This design comes from an exercise in tuning for small area on the open sky130 flow, not from production work. Only simulation tests tie the RTL to the original design; equivalence was not proved. Power and IR drop assume default switching activity.

## run A
## uart_regs
module uart_regs #(
    parameter W_REG = 32
)(
    input wire clk,
    input wire rst_n,
    input wire rx,
    output reg tx,
    input wire [9:0] div_int,
    input wire [3:0] div_frac,
    output wire [W_REG-1:0] Reg1,
    output wire [W_REG-1:0] Reg2,
    output wire [W_REG-1:0] Reg3,
    output wire [W_REG-1:0] Reg4,
    output wire [W_REG-1:0] Reg5,
    output wire [W_REG-1:0] Reg6,
    output wire [W_REG-1:0] Reg7,
    output wire [W_REG-1:0] Reg8
);
==> flow/config.mk <==
export PLATFORM = sky130hd
export DESIGN_NAME = uart_regs
export DESIGN_NICKNAME = uart_regs
export VERILOG_FILES = /design/flow/design.v
export SDC_FILE = /design/flow/constraint.sdc
export NUM_CORES = 4
export LEC_CHECK = 0
export CAP_MARGIN = 12
export CORE_MARGIN = 2
export CORE_UTILIZATION = 66
export CTS_BUF_LIST = sky130_fd_sc_hd__clkbuf_4
export SLEW_MARGIN = 12
export SYNTH_HIERARCHICAL = 1
==> flow/constraint.sdc <==
create_clock -name core_clock -period 10.0 [get_ports {clk}]
set_input_delay 2.0000 -clock core_clock [delete_from_list [all_inputs] [get_ports {clk}]]
set_output_delay 2.0000 -clock core_clock [all_outputs]
set_load 0.01 [all_outputs]
standard.sh (not shown) runs the stock make flow with config.mk's settings and CLKGATE_MAP_FILE= SYNTH_SCRIPT=/design/flow/synth_recipe.tcl, a recipe that flattens the netlist after the stock synthesis.
==> flow/flow/run.sh <==
#!/bin/bash
# The standard layout with three changes:
#  - synthesis maps logic with an area-oriented ABC script (flow/abc_area.script)
#    instead of the delay-oriented default, and leaves adders to ABC instead
#    of extracting half and full adder cells first; everything else in
#    synthesis, including the flattening and renaming of synth_recipe.tcl, is
#    unchanged;
#  - port buffers use the smallest buffer;
#  - clock tree synthesis builds larger sink clusters with no dummy loads.
set -euo pipefail
here=$(pwd)
abc_script="$here/flow/abc_area.script"
{
    cat <<EOT
# No adder cell extraction before ABC.
set ::env(ADDER_MAP_FILE) ""
# Use the area-oriented ABC script for every abc call.
proc abc {args} {
  set i [lsearch \$args -script]
  if {\$i >= 0} { lset args [expr {\$i + 1}] "$abc_script" }
  yosys abc {*}\$args
}
EOT
    cat synth_recipe.tcl
} > my_synth.tcl
sed "s#SYNTH_SCRIPT=[^ ]*synth_recipe.tcl#SYNTH_SCRIPT=$here/my_synth.tcl#" standard.sh > my_standard.sh
grep -q "SYNTH_SCRIPT=$here/my_synth.tcl" my_standard.sh
export BUFFER_PORTS_ARGS="-buffer_cell sky130_fd_sc_hd__buf_1"
export CTS_ARGS="-sink_clustering_enable -repair_clock_nets -dont_use_dummy_load -buf_list sky130_fd_sc_hd__clkbuf_4 -sink_clustering_size 10 -sink_clustering_max_diameter 40"
bash my_standard.sh > standard.log 2>&1
==> flow/flow/abc_area.script <==
strash
&get -n
&st
&syn4
&dch -f
&nf -a -R 1000
&put
topo
Setup changes, run A to run B
Settings: SLEW_MARGIN changed from 12 to 20; CORE_UTILIZATION changed from 66 to 72; CAP_MARGIN changed from 12 to 20.
--- a/flow/flow/run.sh
+++ b/flow/flow/run.sh
@@ -29 +29 @@
-export CTS_ARGS="-sink_clustering_enable -repair_clock_nets -dont_use_dummy_load -buf_list sky130_fd_sc_hd__clkbuf_4 -sink_clustering_size 10 -sink_clustering_max_diameter 40"
+export CTS_ARGS="-sink_clustering_enable -repair_clock_nets -dont_use_dummy_load -buf_list sky130_fd_sc_hd__clkbuf_4 -sink_clustering_size 9 -sink_clustering_max_diameter 40"
--- outcome ---
- On wire length on met3: between run B and run A, it ends up higher for run B.
- On run B: routed wire length is 1700 µm higher than what run A gave.
- Compared to run A, run B leaves less free space in the core.
- Higher wire length on met1 goes to run A over run B.
- The switching share of total power in run B sits 0.35 points above the value recorded for run A.
- Sort run B and run A by setup slack desc -> top: run A
- Run B: standard cell core area lower than run A
- Looking at run B and run A, the final area is a wash.
- Lower overall fraction of global-route tracks in use was reported by run A, not run B.
- On clock network latency to the later pin of the worst-skew pair, run B and run A are neck and neck.

separate check: timing with driven ports:
The flow's constraints put no driver on any port. The routed layouts listed below were extracted and timed again, unchanged, in two steps.
Step 1 (the two cells are an assumption about what drives the block):
set clk [get_ports {clk}]
set_driving_cell -lib_cell sky130_fd_sc_hd__clkbuf_16 $clk
set_driving_cell -lib_cell sky130_fd_sc_hd__buf_2 [delete_from_list [all_inputs] $clk]
Step 2 adds t to the input delays and takes it off the output delays; t is the mean of the earliest and latest rising clock arrival at the registers after step 1. Input paths then give back, and output paths get back, about the clock's delay inside the block.
a / b / c = no drivers / after step 1 / after step 2; a / b = the first two.
| run | t (ns) | slack for setup (ns) | hold slack, ns | worst register clock-pin slew, ns | worst data-port slew with drivers (ns) |
|---|---|---|---|---|---|
| run A | 0.671 | 6.151 / 6.151 / 6.151 | 0.366 / 0.366 / 0.366 | 0.11 / 0.11 | 0.04 |
| run B | 0.694 | 6.046 / 6.046 / 6.046 | 0.366 / 0.366 / 0.366 | 0.11 / 0.11 | 0.04 |
After both steps setup and hold are still met in every run listed.
